From an optimization exercise on the open Yosys and OpenROAD flow, aimed at small area and a short achievable clock period; shortcuts taken in it are not production practice.
Where RTL was checked, it was by simulation tests only, not by an equivalence proof against the original.
For runs 1 and 2, only the layout was checked, not whether the RTL still works.
Power and IR drop assume default switching activity.

`flow/flow/run.sh`:
```
#!/bin/bash
# The standard layout (standard.sh), except that buffer_ports uses
# sky130_fd_sc_hd__buf_1 for the port buffers instead of the delay-buffer cell it picks by default.
set -e
export BUFFER_PORTS_ARGS="-buffer_cell sky130_fd_sc_hd__buf_1"
bash standard.sh > standard.log 2>&1
```
`flow/standard.sh`:
```
#!/bin/bash
# synth_recipe.tcl (not shown) runs the flow's synth.tcl, then flattens the netlist and writes it again
# the make line also repeats each setting of config.mk as NAME=value (left out here)
make -C /OpenROAD-flow-scripts/flow DESIGN_CONFIG=/design/flow/config.mk WORK_HOME=/design/flow/orfs CLKGATE_MAP_FILE= SYNTH_SCRIPT=/design/flow/synth_recipe.tcl "${@:-finish}"
```
`flow/config.mk`:
```
export PLATFORM = sky130hd
export DESIGN_NAME = matmul
export DESIGN_NICKNAME = matmul
export VERILOG_FILES = /design/flow/design.v
export SDC_FILE = /design/flow/constraint.sdc
export NUM_CORES = 4
export LEC_CHECK = 0
export CAP_MARGIN = 20
export CORE_MARGIN = 2
export CORE_UTILIZATION = 40
export SETUP_SLACK_MARGIN = 5
export SLEW_MARGIN = 20
export SYNTH_HIERARCHICAL = 1
export SYNTH_MINIMUM_KEEP_SIZE = 0
```
`flow/constraint.sdc`:
```
create_clock -name core_clock -period 10.0 [get_ports {clk}]
set_input_delay 2.0000 -clock core_clock [delete_from_list [all_inputs] [get_ports {clk}]]
set_output_delay 2.0000 -clock core_clock [all_outputs]
set_load 0.01 [all_outputs]
```
`flow/design.v`:
```
module matmul_fa (input logic a, input logic b, input logic c, output logic s, output logic co);
  assign s = a ^ b ^ c;
  assign co = (a & b) | (a & c) | (b & c);
endmodule
module matmul_dot2 (input logic [7:0] a0, input logic [7:0] b0,
                    input logic [7:0] a1, input logic [7:0] b1,
                    output logic [7:0] y);
  wire n1 = ~(a0[0] & b0[0]);
  wire n2 = ~(a1[0] & b1[0]);
  wire n3 = n1 ^ n2;
  wire n4 = ~(a0[0] & b0[0] & a1[0] & b1[0]);
  wire n5 = ~(a0[0] & b0[1]);
  wire n6 = ~(a0[1] & b0[0]);
  wire n7 = ~(a1[0] & b1[1]);
  wire n8 = ~(a1[1] & b1[0]);
  wire n9, n10;
  matmul_fa un9 (.a(n4), .b(n5), .c(n6), .s(n9), .co(n10));
  wire n11, n12;
  matmul_fa un11 (.a(n7), .b(n8), .c(n9), .s(n11), .co(n12));
  wire n13 = ~n11;
  wire n14 = ~(a0[0] & b0[2]);
  wire n15 = ~(a0[1] & b0[1]);
  wire n16 = ~(n14 ^ n15);
  wire n17 = ~(a0[0] & b0[2] & a0[1] & b0[1]);
  wire n18 = ~(a0[2] & b0[0]);
  wire n19 = ~(a1[0] & b1[2]);
  wire n20 = ~(a1[1] & b1[1]);
  wire n21 = ~(a1[2] & b1[0]);
  wire n22, n23;
  matmul_fa un22 (.a(n18), .b(n19), .c(n20), .s(n22), .co(n23));
  wire n24, n25;
  matmul_fa un24 (.a(n21), .b(n16), .c(n10), .s(n24), .co(n25));
  wire n26, n27;
  matmul_fa un26 (.a(n22), .b(n24), .c(n12), .s(n26), .co(n27));
  wire n28 = ~n26;
  wire n29 = ~(a0[0] & b0[3]);
  wire n30 = ~(a0[1] & b0[2]);
  wire n31 = ~(n29 ^ n30);
  wire n32 = ~(a0[0] & b0[3] & a0[1] & b0[2]);
  wire n33 = ~(a0[2] & b0[1]);
  wire n34 = ~(a0[3] & b0[0]);
  wire n35 = ~(a1[0] & b1[3]);
  wire n36 = ~(a1[1] & b1[2]);
  wire n37 = ~(a1[2] & b1[1]);
  wire n38 = ~(a1[3] & b1[0]);
  wire n39, n40;
  matmul_fa un39 (.a(n17), .b(n33), .c(n34), .s(n39), .co(n40));
  wire n41, n42;
  matmul_fa un41 (.a(n35), .b(n36), .c(n37), .s(n41), .co(n42));
  wire n43, n44;
  matmul_fa un43 (.a(n38), .b(n31), .c(n23), .s(n43), .co(n44));
  wire n45, n46;
  matmul_fa un45 (.a(n39), .b(n41), .c(n25), .s(n45), .co(n46));
  wire n47, n48;
  matmul_fa un47 (.a(n43), .b(n45), .c(n27), .s(n47), .co(n48));
  wire n49 = ~n47;
  wire n50 = ~(a0[0] & b0[4]);
  wire n51 = ~(a0[1] & b0[3]);
  wire n52 = ~(n50 ^ n51);
  wire n53 = ~(a0[0] & b0[4] & a0[1] & b0[3]);
  wire n54 = ~(a0[2] & b0[2]);
  wire n55 = ~(a0[3] & b0[1]);
  wire n56 = ~(a0[4] & b0[0]);
  wire n57 = ~(a1[0] & b1[4]);
  wire n58 = ~(a1[1] & b1[3]);
  wire n59 = ~(a1[2] & b1[2]);
  wire n60 = ~(a1[3] & b1[1]);
  wire n61 = ~(a1[4] & b1[0]);
  wire n62, n63;
  matmul_fa un62 (.a(n32), .b(n54), .c(n55), .s(n62), .co(n63));
  wire n64, n65;
  matmul_fa un64 (.a(n56), .b(n57), .c(n58), .s(n64), .co(n65));
  wire n66, n67;
  matmul_fa un66 (.a(n59), .b(n60), .c(n61), .s(n66), .co(n67));
  wire n68, n69;
  matmul_fa un68 (.a(n52), .b(n40), .c(n42), .s(n68), .co(n69));
  wire n70, n71;
  matmul_fa un70 (.a(n62), .b(n64), .c(n66), .s(n70), .co(n71));
  wire n72, n73;
  matmul_fa un72 (.a(n44), .b(n68), .c(n70), .s(n72), .co(n73));
  wire n74, n75;
  matmul_fa un74 (.a(n46), .b(n72), .c(n48), .s(n74), .co(n75));
  wire n76 = ~n74;
  wire n77 = ~(a0[0] & b0[5]);
  wire n78 = ~(a0[1] & b0[4]);
  wire n79 = ~(n77 ^ n78);
  wire n80 = ~(a0[0] & b0[5] & a0[1] & b0[4]);
  wire n81 = ~(a0[2] & b0[3]);
  wire n82 = ~(a0[3] & b0[2]);
  wire n83 = ~(a0[4] & b0[1]);
  wire n84 = ~(a0[5] & b0[0]);
  wire n85 = ~(a1[0] & b1[5]);
  wire n86 = ~(a1[1] & b1[4]);
  wire n87 = ~(a1[2] & b1[3]);
  wire n88 = ~(a1[3] & b1[2]);
  wire n89 = ~(a1[4] & b1[1]);
  wire n90 = ~(a1[5] & b1[0]);
  wire n91, n92;
  matmul_fa un91 (.a(n53), .b(n81), .c(n82), .s(n91), .co(n92));
  wire n93, n94;
  matmul_fa un93 (.a(n83), .b(n84), .c(n85), .s(n93), .co(n94));
  wire n95, n96;
  matmul_fa un95 (.a(n86), .b(n87), .c(n88), .s(n95), .co(n96));
  wire n97, n98;
  matmul_fa un97 (.a(n89), .b(n90), .c(n79), .s(n97), .co(n98));
  wire n99, n100;
  matmul_fa un99 (.a(n63), .b(n65), .c(n67), .s(n99), .co(n100));
  wire n101, n102;
  matmul_fa un101 (.a(n91), .b(n93), .c(n95), .s(n101), .co(n102));
  wire n103, n104;
  matmul_fa un103 (.a(n97), .b(n69), .c(n71), .s(n103), .co(n104));
  wire n105, n106;
  matmul_fa un105 (.a(n99), .b(n101), .c(n103), .s(n105), .co(n106));
  wire n107, n108;
  matmul_fa un107 (.a(n73), .b(n105), .c(n75), .s(n107), .co(n108));
  wire n109 = ~n107;
  wire n110 = ~(a0[0] & b0[6]);
  wire n111 = ~(a0[1] & b0[5]);
  wire n112 = ~(n110 ^ n111);
  wire n113 = ~(a0[0] & b0[6] & a0[1] & b0[5]);
  wire n114 = ~(a0[2] & b0[4]);
  wire n115 = ~(a0[3] & b0[3]);
  wire n116 = ~(a0[4] & b0[2]);
  wire n117 = ~(a0[5] & b0[1]);
  wire n118 = ~(a0[6] & b0[0]);
  wire n119 = ~(a1[0] & b1[6]);
  wire n120 = ~(a1[1] & b1[5]);
  wire n121 = ~(a1[2] & b1[4]);
  wire n122 = ~(a1[3] & b1[3]);
  wire n123 = ~(a1[4] & b1[2]);
  wire n124 = ~(a1[5] & b1[1]);
  wire n125 = ~(a1[6] & b1[0]);
  wire n126, n127;
  matmul_fa un126 (.a(n80), .b(n114), .c(n115), .s(n126), .co(n127));
  wire n128, n129;
  matmul_fa un128 (.a(n116), .b(n117), .c(n118), .s(n128), .co(n129));
  wire n130, n131;
  matmul_fa un130 (.a(n119), .b(n120), .c(n121), .s(n130), .co(n131));
  wire n132, n133;
  matmul_fa un132 (.a(n122), .b(n123), .c(n124), .s(n132), .co(n133));
  wire n134, n135;
  matmul_fa un134 (.a(n125), .b(n112), .c(n92), .s(n134), .co(n135));
  wire n136, n137;
  matmul_fa un136 (.a(n94), .b(n96), .c(n126), .s(n136), .co(n137));
  wire n138, n139;
  matmul_fa un138 (.a(n128), .b(n130), .c(n132), .s(n138), .co(n139));
  wire n140, n141;
  matmul_fa un140 (.a(n98), .b(n100), .c(n134), .s(n140), .co(n141));
  wire n142, n143;
  matmul_fa un142 (.a(n102), .b(n136), .c(n138), .s(n142), .co(n143));
  wire n144, n145;
  matmul_fa un144 (.a(n104), .b(n140), .c(n142), .s(n144), .co(n145));
  wire n146, n147;
  matmul_fa un146 (.a(n106), .b(n144), .c(n108), .s(n146), .co(n147));
  wire n148 = ~n146;
  wire n149 = a0[0] & b0[7];
  wire n150 = a0[1] & b0[6];
  wire n151 = a0[2] & b0[5];
  wire n152 = a0[3] & b0[4];
  wire n153 = a0[4] & b0[3];
  wire n154 = a0[5] & b0[2];
  wire n155 = a0[6] & b0[1];
  wire n156 = a0[7] & b0[0];
  wire n157 = a1[0] & b1[7];
  wire n158 = a1[1] & b1[6];
  wire n159 = a1[2] & b1[5];
  wire n160 = a1[3] & b1[4];
  wire n161 = a1[4] & b1[3];
  wire n162 = a1[5] & b1[2];
  wire n163 = a1[6] & b1[1];
  wire n164 = a1[7] & b1[0];
  wire n165 = n113 ^ n149;
  wire n166 = n150 ^ n151;
  wire n167 = n152 ^ n153;
  wire n168 = n154 ^ n155;
  wire n169 = n156 ^ n157;
  wire n170 = n158 ^ n159;
  wire n171 = n160 ^ n161;
  wire n172 = n162 ^ n163;
  wire n173 = n164 ^ n165;
  wire n174 = n166 ^ n167;
  wire n175 = n168 ^ n169;
  wire n176 = n170 ^ n171;
  wire n177 = n172 ^ n173;
  wire n178 = n174 ^ n175;
  wire n179 = n176 ^ n127;
  wire n180 = n129 ^ n131;
  wire n181 = n133 ^ n177;
  wire n182 = n178 ^ n179;
  wire n183 = n180 ^ n181;
  wire n184 = n182 ^ n135;
  wire n185 = n137 ^ n139;
  wire n186 = n183 ^ n184;
  wire n187 = n185 ^ n186;
  wire n188 = n141 ^ n187;
  wire n189 = n143 ^ n188;
  wire n190 = n189 ^ n145;
  wire n191 = n190 ^ n147;
  assign y = {n191, n148, n109, n76, n49, n28, n13, n3};
endmodule
module matmul(A,B,y,clk);
    input logic [31:0] A;
    input logic [31:0] B;
    output logic [31:0] y;
    input logic clk;
    logic [7:0] y00, y01, y10, y11;
    matmul_dot2 u00 (.a0(A[31:24]), .b0(B[31:24]), .a1(A[23:16]), .b1(B[15:8]), .y(y00));
    matmul_dot2 u01 (.a0(A[31:24]), .b0(B[23:16]), .a1(A[23:16]), .b1(B[7:0]),  .y(y01));
    matmul_dot2 u10 (.a0(A[15:8]),  .b0(B[31:24]), .a1(A[7:0]),   .b1(B[15:8]), .y(y10));
    matmul_dot2 u11 (.a0(A[15:8]),  .b0(B[23:16]), .a1(A[7:0]),   .b1(B[7:0]),  .y(y11));
    always_ff @(posedge clk)
        y <= {y00, y01, y10, y11};
endmodule
```
==> flow_summary.json, run 1 <==
{
  "maxSlewViolCount": 0,
  "avgSynthCellArea_um2": 9.29,
  "post_route_cells_drive_above_1_share_pct": 19.6,
  "timing.slew.headroom_pct": 72.4,
  "via_per_inst": 5.23,
  "gp_routability_congestion": 0.837,
  "run_status": "finished clean",
  "largest_register_ffs": 32,
  "report.final.setup_viol": 0,
  "postSynthCellCount": 700,
  "antenna_found_initial": 0,
  "max-vdd-ir-drop_v": 0.000128,
  "area_fraction_of_the_dominant_cell_type_after_synthesis_pct": 45.6,
  "mappedNetlistNets": 913,
  "distinct_cell_type_count_after_synthesis": 13,
  "postLayoutCoreUtil_pct": 49.5,
  "die_area_um2": 17300,
  "sequential_to_total_area_share_from_yosys_stat_pct": 9.85,
  "sw_frac_of_total_pct": 41.0,
  "portBuffers": 96,
  "worstPathMaxFanout": 5,
  "power.share.combinational_pct": 73.9,
  "drt-pass1-iter-count": 6,
  "hold_violations": 0,
  "critical_path.endpoint_type": "flip-flop",
  "highest_clock_rate_ghz": 0.173,
  "final_stage_net_count": 1002,
  "post_synth_main_area_contributors": "fa_1 (46%), nand2_1 (17%), xnor2_1 (12%)",
  "yosys.area.top_type": "fa_1",
  "core_rows": 46,
  "grt_usage_pct": 24.0,
  "grt_max_degree": 19,
  "finalCritPeriodShare_pct": 57.7,
  "max_cap_viol_count": 0,
  "routedWlPerCell_um": 19.7,
  "die_x_um": 131,
  "finalSetupTns_ps": 0,
  "biggestRegsByFlops": "y: 32 flops",
  "final_antenna_net_count": 0,
  "cts.root.buffer_cell": "clkbuf_16",
  "cts_htree_levels": 2,
  "design.core.area_um2": 15900,
  "p_seq_share_pct": 14.8,
  "cts.sinks": 32,
  "total_number_of_vias": 5265,
  "mappedNetlistArea_um2": 6500,
  "vias_in_the_first_global_route": 5727,
  "drt_drc_violations_left": 0,
  "internal-power_uw": 848,
  "area_delta_synth_final_pct": 20.9,
  "criticalPathCategory": "input pin to flip-flop",
  "grt-ovfl-total": 0,
  "totalWireLength_mm": 19.8,
  "initial_utilization_pct": 40.9,
  "max_flop_register": "y",
  "synth-seq-cells": 32,
  "floorplan.die.height_um": 131,
  "cp_launch_type": "input pin",
  "p_sw_uw": 590,
  "insertedDiodeCount": 0,
  "power_density_over_the_cells_nw_per_um2": 183,
  "clock_power_share_pct": 11.3,
  "total_leakage_power_nw": 2.98,
  "synth.yosys.warnings": 7,
  "rsz0062_at_grt": "yes",
  "tightest_slew_ps": 414,
  "worst_setup_hold_path_clk_slew_ps": 50,
  "timing.hold.worst.start": "A[16]",
  "worst_hold_path_type": "input pin to flip-flop",
  "drt-initial-drc-count": 417,
  "post-route-min-period_ps": 5770,
  "critPathRequiredTime_ps": 10170,
  "tritoncts": "built",
  "cts_hold_buf": 0,
  "min_delay_path_depth": 3,
  "worstPathArrival_ps": 5940,
  "cts-buffers-inserted": 5,
  "ioPinCount": 97,
  "min_to": "y[16]",
  "cts_buffer_depth": 2,
  "dpl.hpwl_mm": 13.4,
  "grt_pass1_wl_mm": 31.5
}
[cells in the final DEF (no fill, tap or decap), types with 8 or more instances in the layout]
cell type,n
clkbuf_4,9
xnor2_1,83
buf_2,11
inv_1,23
nand4_1,20
xnor2_2,9
fa_2,44
fa_1,104
buf_4,37
dfxtp_1,32
buf_1,56
nand2_1,280
xor2_1,23
xnor3_1,8
buf_6,11
[cells in the mapped netlist, drive strengths merged]
| library cell | count |
|---|---|
| xnor3 | 8 |
| clkbuf | 20 |
| inv | 24 |
| dfxtp | 32 |
| buf | 40 |
| fa | 148 |
| nand2 | 288 |
| xnor2 | 92 |
| xor2 | 24 |
| nand4 | 20 |
| nand3 | 4 |
[repair_timing]
action | 4_1_cts | 5_1_grt
setup buffers | 29 | 0
resized for setup | 112 | 20
endpoints found under the setup margin | 12 | 8
gates cloned | 9 | 0
pin swaps | 28 | 17
hold endpoints to repair | 0 | 0
[routing by layer]
metal  up-vias  share of wire (%)  global-route usage, %
li1       2247                  -                      -
met5         -                  0                      0
met2       297                 47                   38.8
met4         0                2.3                   7.61
met1      2685                 41                   32.1
met3        36                9.4                   5.44
[power by group through the flow]
stage                     logic [mW]  clock network (mW)  registers (mW)
final                           1.06               0.162           0.212
after CTS                       1.07               0.172           0.213
after global routing            1.19               0.175           0.217
after global placement          1.00                   0           0.218
after detailed placement        1.02                   0           0.215
after floorplan                 1.02                   0           0.247
[kinds of logic (layout without fill, tap and decap cells)]
| group | after synthesis | count (layout) | synth area share, % |
|---|---|---|---|
| and+or+nand+nor | 312 | 312 | 18.9 |
| adders and majority gates | 148 | 148 | 45.6 |
| xor gates and xnor gates | 124 | 124 | 18.9 |
| buffers and inverters | 84 | 174 | 6.85 |
| DFF | 32 | 32 | 9.85 |
[Yosys stat by module (local to each module, per instance)]
module | copies in the design | flops+latches | cell area [um^2]
matmul | 1 | 32 | 641
matmul_dot2 | 4 | 0 | 724
matmul_fa | 148 | 0 | 20.0
[stage by stage]
step,setup slack [ps],power [mW],hold slack (ps),area (um^2),cells
global route,4070,1.58,2060,7860,1006
floorplan,4000,1.27,2280,6940,700
CTS,4190,1.46,2040,7790,1006
global placement,3310,1.22,2390,6960,960
detailed placement,3230,1.23,2390,6960,960
finish,4230,1.44,2050,7860,1006
[worst max path at each step]
stage / start / slack, ps / endpoint
after floorplan: A[0] / 4000 / y[15]
after global placement: A[16] / 3310 / y[31]
after detailed placement: A[16] / 3230 / y[23]
after CTS: A[0] / 4190 / y[15]
after global routing: A[0] / 4070 / y[7]
final: B[8] / 4230 / y[15]
[worst max-delay path, stage by stage]
cell and delay, ps:
buf_1 90, buf_6 120, buf_4 110, nand2_1 60, fa_1 490, fa_2 600
fa_1 440, fa_2 370, fa_2 350, fa_2 370, xor2_1 160, xnor2_1 230
xnor2_2 150, xnor3_1 230, xnor3_1 180
[cell type report]
cell class	instances	area [um^2]
Inverter	24	90.1
Sequential cell	32	641
Multi-Input combinational cell	584	5600
Timing Repair Buffer	142	1120
Fill cell	1551	8020
Tap cell	216	270
Clock buffer	8	146
==> run 2, diff against run 1 <==
--- a/flow/config.mk
+++ b/flow/config.mk
@@ -8,7 +8,7 @@
 export CAP_MARGIN = 20
 export CORE_MARGIN = 2
 export CORE_UTILIZATION = 40
-export SETUP_SLACK_MARGIN = 5
+export SETUP_SLACK_MARGIN = 3.5
 export SLEW_MARGIN = 20
 export SYNTH_HIERARCHICAL = 1
 export SYNTH_MINIMUM_KEEP_SIZE = 0
==> run 2 against run 1 <==
  * Sequential share of layout area up 0.55 points
  * Maximum frequency down 9.3%
  * Sequential power about the same
  * Critical path depth unchanged
  * Design area down 6.4%
  * Combinational power up 4%
  * Synthesized cell count unchanged
  * Setup slack worse by 590 ps
  * Global-route usage down 2.5 points
  * Via count down 5.0%
==> flow_summary.json, run 2 <==
{
  "worstPathArrival_ps": 6540,
  "total_number_of_vias": 5004,
  "sequential_to_total_area_share_from_yosys_stat_pct": 9.85,
  "mostFrequentLayoutCells": "nand2_1 (288), fa_1 (141), xnor2_1 (86)",
  "cts.root.buffer_cell": "clkbuf_16",
  "finalCritPeriodShare_pct": 63.6,
  "design.core.area_um2": 15900,
  "timing.critical_path.slowest_stage_cell": "fa_1",
  "place_ws_ps": 2860,
  "dpl.hpwl_mm": 13.4,
  "cts-buffers-inserted": 5,
  "postSynth.topFlopCell": "dfxtp_1",
  "timing.critical_path.slowest_cell_delay_ps": 480,
  "distinct_cell_type_count_after_synthesis": 13,
  "initial_utilization_pct": 40.9,
  "core_rows": 46,
  "timing.hold.worst.start": "B[16]",
  "die_area_um2": 17300,
  "area_delta_synth_final_pct": 13.2,
  "layout_setup_ws_ps": 3640,
  "routedWlPerCell_um": 18.3,
  "cp_launch_type": "input pin",
  "synth-seq-cells": 32,
  "critical_path.top_delay_family": "adder cells",
  "grt_usage_pct": 21.5,
  "final.hold.worst_slack_ps": 2070,
  "async_flop_share_pct": 0,
  "via_per_inst": 5.05,
  "post-synth-top-count-cell": "nand2_1",
  "tightest_slew_ps": 700,
  "criticalPathCategory": "input pin to flip-flop",
  "worstPathMaxFanout": 11,
  "cts_buffer_depth": 2,
  "ioPinCount": 97,
  "final_antenna_net_count": 0,
  "min_delay_path_depth": 3,
  "drt-initial-drc-count": 341,
  "power_density_over_the_cells_nw_per_um2": 206,
  "synth_common_cells": "nand2_1 (288), fa_1 (148), xnor2_1 (88)",
  "yosys-mux-area-fraction_pct": 0,
  "drt_drc_violations_left": 0,
  "worst_hold_path_type": "input pin to flip-flop",
  "synth-edff-count": 0,
  "drt-pass1-iter-count": 5,
  "finalSetupTns_ps": 0,
  "worst_setup_hold_path_clk_slew_ps": 60,
  "total_leakage_power_nw": 2.74,
  "biggestRegsByFlops": "y: 32 flops",
  "report.final.setup_viol": 0,
  "min_to": "y[16]",
  "max-vdd-ir-drop_v": 0.000149,
  "mappedNetlistNets": 913,
  "timing.slew.headroom_pct": 53.3,
  "run_status": "finished clean",
  "post_placement_cell_count": 964,
  "cp_num_buf_inv": 2,
  "cts_htree_levels": 2,
  "synthXorXnorAreaFrac_pct": 18.9,
  "postSynthCellCount": 700,
  "synth_top_family_by_area": "adder cells",
  "area_fraction_of_the_dominant_cell_type_after_synthesis_pct": 45.6,
  "max_cap_viol_count": 0,
  "vias_in_the_first_global_route": 5512,
  "crit_top_cell": "fa_1",
  "final_stage_net_count": 987,
  "maxSlewViolCount": 0,
  "final_non_filler_cell_total": 991,
  "avgSynthCellArea_um2": 9.29,
  "synth-adder-area-share_pct": 45.6,
  "critPathRequiredTime_ps": 10180,
  "max_flop_register": "y",
  "die_x_um": 131,
  "mappedNetlistArea_um2": 6500,
  "post_route_cells_drive_above_1_share_pct": 9.55,
  "synthSimpleGateAreaFrac_pct": 18.9,
  "synth.yosys.warnings": 7,
  "cts.sinks": 32,
  "cell_area_after_placement_um2": 6880,
  "layout_commonest_cell": "nand2_1",
  "yosys.area.top_type": "fa_1",
  "grt_pass1_wl_mm": 29.0,
  "highest_clock_rate_ghz": 0.157,
  "gp_routability_congestion": 0.833,
  "totalWireLength_mm": 18.1,
  "post_synth_main_area_contributors": "fa_1 (46%), nand2_1 (17%), xnor2_1 (12%)",
  "crit_chain": "clkbuf_4 -> buf_8 -> nand4_1 -> fa_2 -> fa_1 -> fa_1 -> fa_1 -> fa_1 -> fa_1 -> fa_1 -> xor2_2 -> xnor2_2 -> xnor2_2 -> xnor3_1 -> xnor3_1",
  "largest_register_ffs": 32,
  "insertedDiodeCount": 0,
  "post-route-min-period_ps": 6360,
  "hold_violations": 0,
  "floorplan.die.height_um": 131,
  "finalInstanceArea_um2": 7360,
  "synth_compound_area_share_pct": 0,
  "cts_hold_buf": 0,
  "grt-ovfl-total": 0,
  "rsz0062_at_grt": "yes",
  "grt_max_degree": 27,
  "tritoncts": "built",
  "antenna_found_initial": 0,
  "critical_path.endpoint_type": "flip-flop",
  "portBuffers": 96
}
-- run 2: cell counts after synthesis --
No cell type changed its count.
-- run 2: how the worst max path moves through the flow --
stage                from  endpoint  slack (ps)  cells past startpoint
floorplan            B[8]     y[15]        3510                     15
global placement     A[0]      y[7]        2930                     14
detailed placement   A[0]      y[7]        2860                     14
CTS                 B[16]     y[23]        3510                     15
global route        B[24]     y[15]        3460                     15
finish              B[16]      y[7]        3640                     15
-- run 2: cells by family after synthesis --
kind of cell / count (synthesis)
xor gates and xnor gates: 124
adders and majority gates: 148
buffers and inverters: 84
DFF: 32
and+or+nand+nor: 312
-- run 2: per-layer routing --
layer	global-route usage, %	up-vias	share of wire, %
li1	-	2219	-
met1	27.9	2575	42
met2	36.5	187	51
met3	4.17	23	5.6
met4	6.52	0	1.7
met5	0	-	0
-- run 2: where the power goes --
group          switching [mW]  total (mW)  internal (mW)  leakage, nW
clock network          0.0694       0.201          0.131       0.0901
registers              0.0152       0.215          0.200        0.270
logic                   0.498        1.10          0.605         2.38
total                   0.583        1.52          0.936         2.74
-- run 2: layout make-up --
cell class	count	area, um^2
inverter	24	90.1
timing repair buffer	127	716
clock buffer	7	153
clock inverter	1	30.0
fill	1588	8520
tap	216	270
sequential	32	641
multi-input combinational	584	5460
-- run 2: metrics by stage --
| stage | util (%) | power, mW |
|---|---|---|
| after floorplan | - | 1.33 |
| after global placement | 43.3 | 1.28 |
| after detailed placement | 43.3 | 1.30 |
| after CTS | 44.7 | 1.51 |
| after global routing | 46.3 | 1.66 |
| final | 46.3 | 1.52 |
-- run 2: repair_timing --
| action | in CTS | in global routing |
|---|---|---|
| endpoints found under the setup margin | 4 | 4 |
| resized for setup | 25 | 26 |
| buffers inserted | 0 | 18 |
| cloned | 0 | 1 |
| pin swaps | 2 | 5 |
-- run 2: per-module statistics from Yosys (local to each module, per instance) --
| module | cell area, um^2 | flip-flops and latches | copies in the design | cells inside |
|---|---|---|---|---|
| matmul_fa | 20.0 | 0 | 148 | 1 |
| matmul_dot2 | 724 | 0 | 4 | 130 |
| matmul | 641 | 32 | 1 | 32 |
==> run 3, diff against run 2 <==
--- a/flow/design.v
+++ b/flow/design.v
@@ -1,3 +1,6 @@
+module matmul_xor (input logic a, input logic b, output logic y);
+  assign y = a ^ b;
+endmodule
 module matmul_fa (input logic a, input logic b, input logic c, output logic s, output logic co);
   assign s = a ^ b ^ c;
   assign co = (a & b) | (a & c) | (b & c);
@@ -153,49 +156,76 @@
   wire n146, n147;
   matmul_fa un146 (.a(n106), .b(n144), .c(n108), .s(n146), .co(n147));
   wire n148 = ~n146;
-  wire n149 = a0[0] & b0[7];
-  wire n150 = a0[1] & b0[6];
-  wire n151 = a0[2] & b0[5];
-  wire n152 = a0[3] & b0[4];
-  wire n153 = a0[4] & b0[3];
-  wire n154 = a0[5] & b0[2];
-  wire n155 = a0[6] & b0[1];
-  wire n156 = a0[7] & b0[0];
-  wire n157 = a1[0] & b1[7];
-  wire n158 = a1[1] & b1[6];
-  wire n159 = a1[2] & b1[5];
-  wire n160 = a1[3] & b1[4];
-  wire n161 = a1[4] & b1[3];
-  wire n162 = a1[5] & b1[2];
-  wire n163 = a1[6] & b1[1];
-  wire n164 = a1[7] & b1[0];
-  wire n165 = n113 ^ n149;
-  wire n166 = n150 ^ n151;
-  wire n167 = n152 ^ n153;
-  wire n168 = n154 ^ n155;
-  wire n169 = n156 ^ n157;
-  wire n170 = n158 ^ n159;
-  wire n171 = n160 ^ n161;
-  wire n172 = n162 ^ n163;
-  wire n173 = n164 ^ n165;
-  wire n174 = n166 ^ n167;
-  wire n175 = n168 ^ n169;
-  wire n176 = n170 ^ n171;
-  wire n177 = n172 ^ n173;
-  wire n178 = n174 ^ n175;
-  wire n179 = n176 ^ n127;
-  wire n180 = n129 ^ n131;
-  wire n181 = n133 ^ n177;
-  wire n182 = n178 ^ n179;
-  wire n183 = n180 ^ n181;
-  wire n184 = n182 ^ n135;
-  wire n185 = n137 ^ n139;
-  wire n186 = n183 ^ n184;
-  wire n187 = n185 ^ n186;
-  wire n188 = n141 ^ n187;
-  wire n189 = n143 ^ n188;
-  wire n190 = n189 ^ n145;
-  wire n191 = n190 ^ n147;
+  wire n149 = ~(a0[0] & b0[7]);
+  wire n150 = ~(a0[1] & b0[6]);
+  wire n151 = ~(a0[2] & b0[5]);
+  wire n152 = ~(a0[3] & b0[4]);
+  wire n153 = ~(a0[4] & b0[3]);
+  wire n154 = ~(a0[5] & b0[2]);
+  wire n155 = ~(a0[6] & b0[1]);
+  wire n156 = ~(a0[7] & b0[0]);
+  wire n157 = ~(a1[0] & b1[7]);
+  wire n158 = ~(a1[1] & b1[6]);
+  wire n159 = ~(a1[2] & b1[5]);
+  wire n160 = ~(a1[3] & b1[4]);
+  wire n161 = ~(a1[4] & b1[3]);
+  wire n162 = ~(a1[5] & b1[2]);
+  wire n163 = ~(a1[6] & b1[1]);
+  wire n164 = ~(a1[7] & b1[0]);
+  wire n165;
+  matmul_xor un165 (.a(n113), .b(n149), .y(n165));
+  wire n166;
+  matmul_xor un166 (.a(n150), .b(n151), .y(n166));
+  wire n167;
+  matmul_xor un167 (.a(n152), .b(n153), .y(n167));
+  wire n168;
+  matmul_xor un168 (.a(n154), .b(n155), .y(n168));
+  wire n169;
+  matmul_xor un169 (.a(n156), .b(n157), .y(n169));
+  wire n170;
+  matmul_xor un170 (.a(n158), .b(n159), .y(n170));
+  wire n171;
+  matmul_xor un171 (.a(n160), .b(n161), .y(n171));
+  wire n172;
+  matmul_xor un172 (.a(n162), .b(n163), .y(n172));
+  wire n173;
+  matmul_xor un173 (.a(n164), .b(n165), .y(n173));
+  wire n174;
+  matmul_xor un174 (.a(n166), .b(n167), .y(n174));
+  wire n175;
+  matmul_xor un175 (.a(n168), .b(n169), .y(n175));
+  wire n176;
+  matmul_xor un176 (.a(n170), .b(n171), .y(n176));
+  wire n177;
+  matmul_xor un177 (.a(n172), .b(n173), .y(n177));
+  wire n178;
+  matmul_xor un178 (.a(n174), .b(n175), .y(n178));
+  wire n179;
+  matmul_xor un179 (.a(n176), .b(n127), .y(n179));
+  wire n180;
+  matmul_xor un180 (.a(n129), .b(n131), .y(n180));
+  wire n181;
+  matmul_xor un181 (.a(n133), .b(n177), .y(n181));
+  wire n182;
+  matmul_xor un182 (.a(n178), .b(n179), .y(n182));
+  wire n183;
+  matmul_xor un183 (.a(n180), .b(n181), .y(n183));
+  wire n184;
+  matmul_xor un184 (.a(n182), .b(n135), .y(n184));
+  wire n185;
+  matmul_xor un185 (.a(n137), .b(n139), .y(n185));
+  wire n186;
+  matmul_xor un186 (.a(n183), .b(n184), .y(n186));
+  wire n187;
+  matmul_xor un187 (.a(n185), .b(n186), .y(n187));
+  wire n188;
+  matmul_xor un188 (.a(n141), .b(n187), .y(n188));
+  wire n189;
+  matmul_xor un189 (.a(n143), .b(n188), .y(n189));
+  wire n190;
+  matmul_xor un190 (.a(n189), .b(n145), .y(n190));
+  wire n191;
+  matmul_xor un191 (.a(n190), .b(n147), .y(n191));
   assign y = {n191, n148, n109, n76, n49, n28, n13, n3};
 endmodule
 module matmul(A,B,y,clk);
--- a/flow/config.mk
+++ b/flow/config.mk
@@ -8,7 +8,7 @@
 export CAP_MARGIN = 20
 export CORE_MARGIN = 2
 export CORE_UTILIZATION = 40
-export SETUP_SLACK_MARGIN = 3.5
+export SETUP_SLACK_MARGIN = 5
 export SLEW_MARGIN = 20
 export SYNTH_HIERARCHICAL = 1
 export SYNTH_MINIMUM_KEEP_SIZE = 0
==> run 3 against run 2 <==
  * Sequential cell count is the same
  * Maximum frequency is 27% higher
  * Non-clock buffer count decreased by 6
  * Critical path depth is 4 lower
  * Sequential power hardly changed
  * Routed wire length decreased by 4.1%
  * Largest power group unchanged
  * Highest routed layer unchanged
==> flow_summary.json, run 3 <==
{
  "cts.sinks": 32,
  "post_route_cells_drive_above_1_share_pct": 15.7,
  "synth-edff-count": 0,
  "cp_launch_type": "input pin",
  "final_antenna_net_count": 0,
  "gp_routability_congestion": 0.812,
  "total_leakage_power_nw": 2.75,
  "max-vdd-ir-drop_v": 0.0000871,
  "cts_hold_buf": 0,
  "criticalPathCategory": "input pin to flip-flop",
  "drt_drc_violations_left": 0,
  "mappedNetlistArea_um2": 6450,
  "postSynth.topFlopCell": "dfxtp_1",
  "drt-initial-drc-count": 249,
  "area_delta_synth_final_pct": 13.8,
  "tightest_slew_ps": 372,
  "critical_path.endpoint_type": "flip-flop",
  "sequential_to_total_area_share_from_yosys_stat_pct": 9.93,
  "drt-pass1-iter-count": 5,
  "max_flop_register": "y",
  "run_status": "finished clean",
  "grt-ovfl-total": 0,
  "post-route-min-period_ps": 5000,
  "cts_htree_levels": 2,
  "initial_utilization_pct": 40.8,
  "cell_area_after_placement_um2": 6890,
  "mostFrequentLayoutCells": "nand2_1 (284), xor2_1 (112), fa_1 (107)",
  "mappedNetlistNets": 921,
  "worstPathMaxFanout": 8,
  "timing.slew.headroom_pct": 75.2,
  "post_synth_main_area_contributors": "fa_1 (46%), nand2_1 (17%), xor2_1 (15%)",
  "synth.yosys.warnings": 7,
  "core_rows": 46,
  "avgSynthCellArea_um2": 9.11,
  "cts.root.buffer_cell": "clkbuf_16",
  "hold_violations": 0,
  "ioPinCount": 97,
  "area_fraction_of_the_dominant_cell_type_after_synthesis_pct": 45.9,
  "critPathRequiredTime_ps": 10170,
  "postLayoutCoreUtil_pct": 46.4,
  "met1Wirelength_mm": 7.10,
  "via_per_inst": 4.99,
  "dpl.hpwl_mm": 13.1,
  "finalInstanceArea_um2": 7340,
  "grt_max_degree": 21,
  "power_density_over_the_cells_nw_per_um2": 164,
  "post-synth-top-count-cell": "nand2_1",
  "grt_usage_pct": 21.9,
  "top_signal_layer_used": "met4",
  "routed-wl-met2_mm": 8.75,
  "synth-seq-cells": 32,
  "insertedDiodeCount": 0,
  "yosys.area.top_type": "fa_1",
  "met3_length_mm": 1.30,
  "final_stage_net_count": 993,
  "die_area_um2": 17200,
  "totalWireLength_mm": 17.4,
  "totalPowerFinal_mw": 1.20,
  "distinct_cell_type_count_after_synthesis": 11,
  "worst_setup_hold_path_clk_slew_ps": 50,
  "largest_register_ffs": 32,
  "crit_chain": "buf_1 -> buf_6 -> nand4_1 -> fa_2 -> fa_2 -> fa_1 -> fa_2 -> fa_2 -> fa_2 -> fa_1 -> xor2_1",
  "timing.critical_path.slowest_stage_cell": "fa_1",
  "floorplan.die.height_um": 131,
  "grt_pass1_wl_mm": 28.4,
  "worstPathArrival_ps": 5170,
  "cp_num_buf_inv": 2,
  "tritoncts": "built",
  "portBuffers": 96,
  "critical_path.top_delay_family": "adder cells",
  "total_number_of_vias": 4959,
  "worst_hold_path_type": "input pin to flip-flop",
  "routedWlPerCell_um": 17.5,
  "highest_clock_rate_ghz": 0.200,
  "cts-buffers-inserted": 5,
  "finalCritPeriodShare_pct": 50.0,
  "die_x_um": 131,
  "async_flop_share_pct": 0,
  "report.final.setup_viol": 0,
  "antenna_found_initial": 0,
  "cts_buffer_depth": 2,
  "finalSetupTns_ps": 0,
  "synth_common_cells": "nand2_1 (288), fa_1 (148), xor2_1 (112)",
  "design.core.area_um2": 15800,
  "vias_in_the_first_global_route": 5425,
  "postSynthCellCount": 708,
  "rsz0062_at_grt": "yes",
  "crit_top_cell": "fa_2",
  "timing.critical_path.slowest_cell_delay_ps": 470,
  "layout_commonest_cell": "nand2_1",
  "maxSlewViolCount": 0,
  "biggestRegsByFlops": "y: 32 flops",
  "filler_cell_count": 1541,
  "max_cap_viol_count": 0
}
run 3: path summary, 6_finish.rpt:
kind / startpoint / to / cells after the start
max: B[0] / y[7] / 11
min: A[24] / y[24] / 3
run 3: tightest hold or removal path, cell delays in order:
cell,delay (ps)
buf_12,130
nand2_1,70
xor2_1,60
run 3: modules after synthesis (local to each module, per instance):
module       flip-flops and latches  area (um^2)  cells inside  times used
matmul                           32          641            32           1
matmul_dot2                       0          475           105           4
matmul_fa                         0         20.0             1         148
matmul_xor                        0         8.76             1         108
run 3: metal layers:
layer	up-vias	global-route usage, %
met3	17	3.62
met4	0	5.13
met2	196	38.3
met1	2529	28.5
li1	2217	-
met5	-	0
run 3: cells by family (layout without fill, tap and decap cells):
group	count (synthesis)	after routing	share of synthesized area [%]
buf+inv	80	150	6.98
flops	32	32	9.93
fa+ha+maj	148	148	45.9
simple gates	316	316	19.2
xor+xnor	132	132	17.9
run 3: area by class of cell:
| class | count | area [um^2] | share of cell area [%] |
|---|---|---|---|
| Tap cell | 216 | 270 | 3.68 |
| Inverter | 24 | 90.1 | 1.23 |
| Clock buffer | 5 | 125 | 1.71 |
| Timing Repair Buffer | 121 | 719 | 9.80 |
| Sequential cell | 32 | 641 | 8.73 |
| Multi-Input combinational cell | 596 | 5490 | 74.9 |
run 3: per-stage QoR:
stage	worst slack, ps	std cells	hold WS [ps]
after floorplan	4810	708	2300
after global placement	4090	969	2390
after detailed placement	4030	969	2380
after CTS	4980	992	2040
after global routing	4890	994	2050
final	5000	994	2040
run 3: report_power, final:
| group | switching (mW) | internal, mW | leakage, nW | total [mW] |
|---|---|---|---|---|
| sequential | 0.0127 | 0.200 | 0.270 | 0.212 |
| clock | 0.0535 | 0.0877 | 0.0616 | 0.141 |
| combinational | 0.465 | 0.384 | 2.42 | 0.849 |
| total | 0.531 | 0.671 | 2.75 | 1.20 |
run 3: what timing repair did:
item / in CTS / in global routing
endpoints found under the hold margin: 0 / 0
gates resized for setup: 84 / 11
cloned: 2 / 0
endpoints found under the setup margin: 12 / 8
buffers inserted: 16 / 2
pin swaps: 1 / 5
==> run 4, diff against run 3 <==
--- a/flow/config.mk
+++ b/flow/config.mk
@@ -8,7 +8,7 @@
 export CAP_MARGIN = 20
 export CORE_MARGIN = 2
 export CORE_UTILIZATION = 40
-export SETUP_SLACK_MARGIN = 5
+export SETUP_SLACK_MARGIN = 3.5
 export SLEW_MARGIN = 20
 export SYNTH_HIERARCHICAL = 1
 export SYNTH_MINIMUM_KEEP_SIZE = 0
==> run 4 against run 3 <==
  * Still clean on timing, DRC and antenna
  * Count of clock-buffer cells in the layout is the same
  * Sequential power about the same
  * Total power fell by 3.9%
  * First-iteration DRC count is 16% higher
  * Via count fell by 2.2%
  * Utilization shrank 2.9 points
  * Design area decreased by 6.3%
  * Combinational power down 5.4%
  * Critical path depth decreased by 1
  * Critical path type unchanged
  * Largest cell class unchanged
==> flow_summary.json, run 4 <==
{
  "run_status": "finished clean",
  "hold_violations": 0,
  "grt-ovfl-total": 0,
  "worst_setup_hold_path_clk_slew_ps": 50,
  "synth-edff-count": 0,
  "worst_hold_path_type": "input pin to flip-flop",
  "post_synth_main_area_contributors": "fa_1 (46%), nand2_1 (17%), xor2_1 (15%)",
  "worstPathMaxFanout": 20,
  "tritoncts": "built",
  "initial_utilization_pct": 40.8,
  "drt_drc_violations_left": 0,
  "dpl.hpwl_mm": 12.6,
  "min_delay_path_depth": 4,
  "post-route-min-period_ps": 5950,
  "drt-initial-drc-count": 290,
  "criticalPathCategory": "input pin to flip-flop",
  "total_leakage_power_nw": 2.50,
  "worstPathArrival_ps": 6110,
  "postSynthCellCount": 708,
  "design.core.area_um2": 15800,
  "ff_latch_area_um2": 641,
  "postSynth.topFlopCell": "dfxtp_1",
  "post-cts-setup-buffer-count": 0,
  "filler_cell_count": 1588,
  "synth-seq-cells": 32,
  "layout_setup_ws_ps": 4050,
  "sequential_to_total_area_share_from_yosys_stat_pct": 9.93,
  "total_number_of_vias": 4849,
  "synth_compound_area_share_pct": 0,
  "final_antenna_net_count": 0,
  "via_per_inst": 4.98,
  "routedWlPerCell_um": 16.6,
  "cell_area_after_placement_um2": 6750,
  "rsz0062_at_grt": "no",
  "gp_routability_congestion": 0.819,
  "grt_pass1_wl_mm": 26.4,
  "synth.yosys.warnings": 7,
  "final.hold.worst_slack_ps": 2190,
  "synth_top_family_by_area": "adder cells",
  "yosys-mux-area-fraction_pct": 0,
  "insertedDiodeCount": 0,
  "area_delta_synth_final_pct": 6.59,
  "floorplan.die.height_um": 131,
  "place_ws_ps": 3770,
  "multiInputGateArea_um2": 5360,
  "finalSetupTns_ps": 0,
  "timing.slew.headroom_pct": 35.3,
  "antenna_found_initial": 0,
  "cts_resized": 0,
  "largest_register_ffs": 32,
  "cp_launch_type": "input pin",
  "maxSlewViolCount": 0,
  "max_flop_register": "y",
  "die_area_um2": 17200,
  "drt-pass1-iter-count": 6,
  "tightest_slew_ps": 970,
  "critPathRequiredTime_ps": 10160,
  "cts-buffers-inserted": 5,
  "mostFrequentLayoutCells": "nand2_1 (288), fa_1 (148), xor2_1 (112)",
  "post_route_cells_drive_above_1_share_pct": 1.72,
  "grt_usage_pct": 20.4,
  "cts_buffer_depth": 2,
  "grt_max_degree": 21,
  "power_density_over_the_cells_nw_per_um2": 168,
  "report.final.setup_viol": 0,
  "critical_path.endpoint_type": "flip-flop",
  "timing.hold.worst.start": "A[24]",
  "ioPinCount": 97,
  "totalPowerFinal_mw": 1.16,
  "max-vdd-ir-drop_v": 0.0000805,
  "mappedNetlistNets": 921,
  "core_rows": 46,
  "biggestRegsByFlops": "y: 32 flops",
  "min_to": "y[16]",
  "synth_common_cells": "nand2_1 (288), fa_1 (148), xor2_1 (112)",
  "area_fraction_of_the_dominant_cell_type_after_synthesis_pct": 45.9,
  "mappedNetlistArea_um2": 6450,
  "final_stage_net_count": 972,
  "async_flop_share_pct": 0,
  "finalInstanceArea_um2": 6880,
  "cts.root.buffer_cell": "clkbuf_16",
  "cts.sinks": 32,
  "portBuffers": 96,
  "die_x_um": 131,
  "layout_commonest_cell": "nand2_1",
  "cts_htree_levels": 2,
  "synth-adder-area-share_pct": 45.9,
  "synthXorXnorAreaFrac_pct": 17.9,
  "max_cap_viol_count": 0,
  "vias_in_the_first_global_route": 5114,
  "yosys.area.top_type": "fa_1",
  "finalCritPeriodShare_pct": 59.5,
  "highest_clock_rate_ghz": 0.168,
  "totalWireLength_mm": 16.2,
  "post-synth-top-count-cell": "nand2_1",
  "synthSimpleGateAreaFrac_pct": 19.2,
  "cts_hold_buf": 0,
  "distinct_cell_type_count_after_synthesis": 11,
  "avgSynthCellArea_um2": 9.11
}
-- run 4: kinds of logic after synthesis --
family / count (synthesis)
and+or+nand+nor: 316
adders and majority gates: 148
xor gates and xnor gates: 132
buffers and inverters: 80
DFF: 32
-- run 4: how the worst max path moves through the flow --
stage	startpoint	to	cells after the start
final	A[8]	y[15]	10
after detailed placement	A[8]	y[15]	10
after floorplan	A[8]	y[15]	11
after global routing	A[8]	y[15]	10
after CTS	A[8]	y[15]	10
after global placement	A[8]	y[15]	10
-- run 4: modules after synthesis (local to each module, per instance) --
module       cells inside  copies in the design  flops+latches
matmul                 32                     1             32
matmul_dot2           105                     4              0
matmul_fa               1                   148              0
matmul_xor              1                   108              0
-- run 4: power breakdown --
part / switching (mW) / internal (mW) / total (mW)
Clock: 0.0529 / 0.0877 / 0.141
Sequential: 0.0120 / 0.200 / 0.212
Combinational: 0.450 / 0.353 / 0.803
-- run 4: critical path, cell delays in order --
cell and delay (ps):
buf_1 700, nand4_1 250, fa_1 510, fa_1 390, fa_1 470, fa_1 420, fa_1 390, fa_1 400
fa_1 390, xor2_1 170
-- run 4: per-layer routing --
| metal | part of all wire [%] | up-vias | global-route usage, % |
|---|---|---|---|
| met2 | 50 | 171 | 34.2 |
| met1 | 42 | 2493 | 28.0 |
| met5 | 0 | - | 0 |
| met4 | 1.3 | 0 | 5.26 |
| li1 | - | 2175 | - |
| met3 | 6.6 | 10 | 2.97 |
-- run 4: layout make-up --
type                       instances  area share [%]
sequential                        32            9.32
tap                              216            3.93
inverter                          24            1.31
clock buffer                       5            1.82
multi-input combinational        596            77.9
timing repair buffer             100            5.68
-- run 4: through the flow --
stage | cells | util [%]
after floorplan | 708 | -
after global placement | 968 | 42.7
after detailed placement | 968 | 42.7
after CTS | 973 | 43.4
after global routing | 973 | 43.4
final | 973 | 43.4
==> run 5, diff against run 4 <==
==> flow/flow/run.sh (replaced) <==
#!/bin/bash
# The standard layout (standard.sh), except that buffer_ports uses
# sky130_fd_sc_hd__buf_1 for the port buffers instead of the delay-buffer cell it picks by default.
set -e
export BUFFER_PORTS_ARGS="-buffer_cell sky130_fd_sc_hd__buf_1"
bash standard.sh SETUP_SLACK_MARGIN=6.5 finish > standard.log 2>&1
--- a/flow/config.mk
+++ b/flow/config.mk
@@ -8,7 +8,6 @@
 export CAP_MARGIN = 20
 export CORE_MARGIN = 2
 export CORE_UTILIZATION = 40
-export SETUP_SLACK_MARGIN = 3.5
 export SLEW_MARGIN = 20
 export SYNTH_HIERARCHICAL = 1
 export SYNTH_MINIMUM_KEEP_SIZE = 0
==> run 5 against run 4 <==
  * Total power grew 8.6%
  * First-iteration DRC count grew 23%
  * Critical path depth up 1
  * Hold slack worse by 160 ps
  * Maximum frequency grew 18%
  * Global-route usage grew 1.9 points
  * Area after synthesis unchanged
==> flow_summary.json, run 5 <==
{
  "run_status": "finished clean",
  "biggestRegsByFlops": "y: 32 flops",
  "async_flop_share_pct": 0,
  "total_leakage_power_nw": 2.84,
  "drt_drc_violations_left": 0,
  "layout_setup_ws_ps": 4970,
  "cts-buffers-inserted": 5,
  "tightest_slew_ps": 390,
  "vias_in_the_first_global_route": 5312,
  "floorplan.die.height_um": 131,
  "avgSynthCellArea_um2": 9.11,
  "area_fraction_of_the_dominant_cell_type_after_synthesis_pct": 45.9,
  "final_stage_net_count": 1000,
  "filler_cell_count": 1561,
  "worstPathMaxFanout": 7,
  "crit_path_start": "B[0]",
  "post-route-min-period_ps": 5030,
  "die_x_um": 131,
  "grt_max_degree": 21,
  "hold_violations": 0,
  "distinct_cell_type_count_after_synthesis": 11,
  "postSynth.topFlopCell": "dfxtp_1",
  "ioPinCount": 97,
  "cell_area_after_placement_um2": 6890,
  "grt-ovfl-total": 0,
  "cts_htree_levels": 2,
  "finalSetupTns_ps": 0,
  "cts.root.buffer_cell": "clkbuf_16",
  "finalInstanceArea_um2": 7540,
  "report.final.setup_viol": 0,
  "drt-pass1-iter-count": 7,
  "worstPathArrival_ps": 5220,
  "criticalPathCategory": "input pin to flip-flop",
  "worst_setup_hold_path_clk_slew_ps": 50,
  "multiInputGateArea_um2": 5510,
  "grt_pass1_wl_mm": 28.4,
  "cts_hold_buf": 0,
  "place_ws_ps": 4010,
  "post_synth_main_area_contributors": "fa_1 (46%), nand2_1 (17%), xor2_1 (15%)",
  "totalPowerFinal_mw": 1.25,
  "max_flop_register": "y",
  "ff_latch_area_um2": 641,
  "cts_buffer_depth": 2,
  "antenna_found_initial": 0,
  "mappedNetlistNets": 921,
  "final.hold.worst_slack_ps": 2030,
  "max-vdd-ir-drop_v": 0.0000967,
  "mostFrequentLayoutCells": "nand2_1 (279), xor2_1 (112), fa_1 (105)",
  "critical_path.endpoint_type": "flip-flop",
  "synth-seq-cells": 32,
  "tritoncts": "built",
  "maxSlewViolCount": 0,
  "mappedNetlistArea_um2": 6450,
  "max_cap_viol_count": 0,
  "totalWireLength_mm": 18.0,
  "power_density_over_the_cells_nw_per_um2": 166,
  "postSynthCellCount": 708,
  "rsz0062_at_grt": "yes",
  "post-synth-top-count-cell": "nand2_1",
  "layout_commonest_cell": "nand2_1",
  "synth-edff-count": 0,
  "routedWlPerCell_um": 17.9,
  "sequential_to_total_area_share_from_yosys_stat_pct": 9.93,
  "initial_utilization_pct": 40.8,
  "cp_launch_type": "input pin",
  "final_antenna_net_count": 0,
  "core_rows": 46,
  "total_number_of_vias": 5046,
  "insertedDiodeCount": 0,
  "critPathRequiredTime_ps": 10190,
  "largest_register_ffs": 32,
  "synth.yosys.warnings": 7,
  "post_route_cells_drive_above_1_share_pct": 17.9,
  "design.core.area_um2": 15800,
  "area_delta_synth_final_pct": 16.9,
  "finalCritPeriodShare_pct": 50.3,
  "via_per_inst": 5.03,
  "cts.sinks": 32,
  "gp_routability_congestion": 0.810,
  "yosys.area.top_type": "fa_1",
  "timing.slew.headroom_pct": 74.0,
  "synth_common_cells": "nand2_1 (288), fa_1 (148), xor2_1 (112)",
  "grt_usage_pct": 22.4,
  "drt-initial-drc-count": 356,
  "highest_clock_rate_ghz": 0.199,
  "timing.hold.worst.start": "A[24]",
  "portBuffers": 96,
  "die_area_um2": 17200,
  "dpl.hpwl_mm": 13.1,
  "worst_hold_path_type": "input pin to flip-flop"
}
-- run 5: cell counts after synthesis --
Identical to the previous run, type by type.
-- run 5: through the flow --
stage | utilization (%) | instances
final | 47.6 | 1004
after global routing | 47.6 | 1004
after CTS | 47.1 | 999
after detailed placement | 43.5 | 968
after global placement | 43.5 | 968
after floorplan | - | 708
-- run 5: Yosys stat by module, one instance, submodules excluded --
module / area [um^2] / copies in the design / cells inside / flops+latches
matmul_fa: 20.0 / 148 / 1 / 0
matmul_xor: 8.76 / 108 / 1 / 0
matmul_dot2: 475 / 4 / 105 / 0
matmul: 641 / 1 / 32 / 32
-- run 5: kinds of logic after synthesis --
family                   after synthesis  share of synthesized area, %
XOR/XNOR                             132                          17.9
adder cells (fa/ha/maj)              148                          45.9
buffers and inverters                 80                          6.98
flip-flops                            32                          9.93
AND/OR/NAND/NOR                      316                          19.2
-- run 5: final cells by class --
| class | instances | share of cell area (%) |
|---|---|---|
| Clock buffer | 8 | 1.94 |
| Inverter | 24 | 1.20 |
| Sequential cell | 32 | 8.50 |
| Timing Repair Buffer | 128 | 11.7 |
| Tap cell | 216 | 3.59 |
| Multi-Input combinational cell | 596 | 73.1 |
-- run 5: path summary, 6_finish.rpt --
check,cells after the start,slack (ps),endpoint
max,11,4970,y[6]
min,3,2030,y[24]
-- run 5: report_power, final --
group	switching (mW)	internal [mW]	leakage [nW]
Sequential	0.0119	0.200	0.270
Combinational	0.480	0.404	2.50
Clock	0.0594	0.0993	0.0712
Total	0.551	0.703	2.84
-- run 5: routing by layer --
layer | vias to the layer above | wire [um] | part of all wire (%) | track usage (%)
met5 | - | 0 | 0 | 0
met4 | 0 | 435 | 2.4 | 7.38
met3 | 29 | 1220 | 6.8 | 4.48
met2 | 186 | 8760 | 49 | 37.0
met1 | 2598 | 7580 | 42 | 29.5
li1 | 2233 | - | - | -
-- run 5: what timing repair did --
item / 4_1_cts / 5_1_grt
cloned: 2 / 1
endpoints found under the setup margin: 28 / 24
pin swaps: 24 / 12
setup buffers: 21 / 4
resized for setup: 124 / 8
-- run 5: worst max-delay path, stage by stage --
cell,delay (ps)
buf_1,80
buf_6,150
nand4_1,140
fa_2,380
fa_2,440
fa_2,380
fa_2,370
fa_2,370
fa_2,340
fa_2,530
inv_1,40

==> what the ideal ports hide <==
How much do the figures lean on ideal ports? The routed layouts below were timed once more, with nothing changed but the port constraints. Step 1: set_driving_cell puts a clkbuf_16 on clk and a buf_2 on each other input, an assumption about the parent block. Step 2 adds t to the input delays and takes it off the output delays; t is the mean of the earliest and latest rising clock arrival at the registers after step 1. Input paths then give back, and output paths get back, about the clock's delay inside the block. Three values: no drivers, after step 1, after step 2; two values: the first two.
| run | shift t [ns] | setup slack, ns | worst setup path at the end | worst register clock-pin slew, ns | cell pins on the clock port's net |
|---|---|---|---|---|---|
| run 1 | 0.337 | 4.230 / 4.243 / 3.906 | input to register | 0.06 / 0.06 | 1 |
| run 2 | 0.335 | 3.639 / 3.656 / 3.322 | input to register | 0.07 / 0.07 | 1 |
| run 3 | 0.328 | 5.000 / 5.003 / 4.675 | input to register | 0.05 / 0.05 | 1 |
| run 4 | 0.326 | 4.052 / 4.067 / 3.741 | input to register | 0.05 / 0.05 | 1 |
| run 5 | 0.332 | 4.975 / 4.937 / 4.605 | input to register | 0.05 / 0.05 | 1 |
After both steps setup and hold are still met in every run listed. For run 5, which loses most, drivers alone change the setup slack by -0.038 ns; drivers and shift together by -0.370 ns.
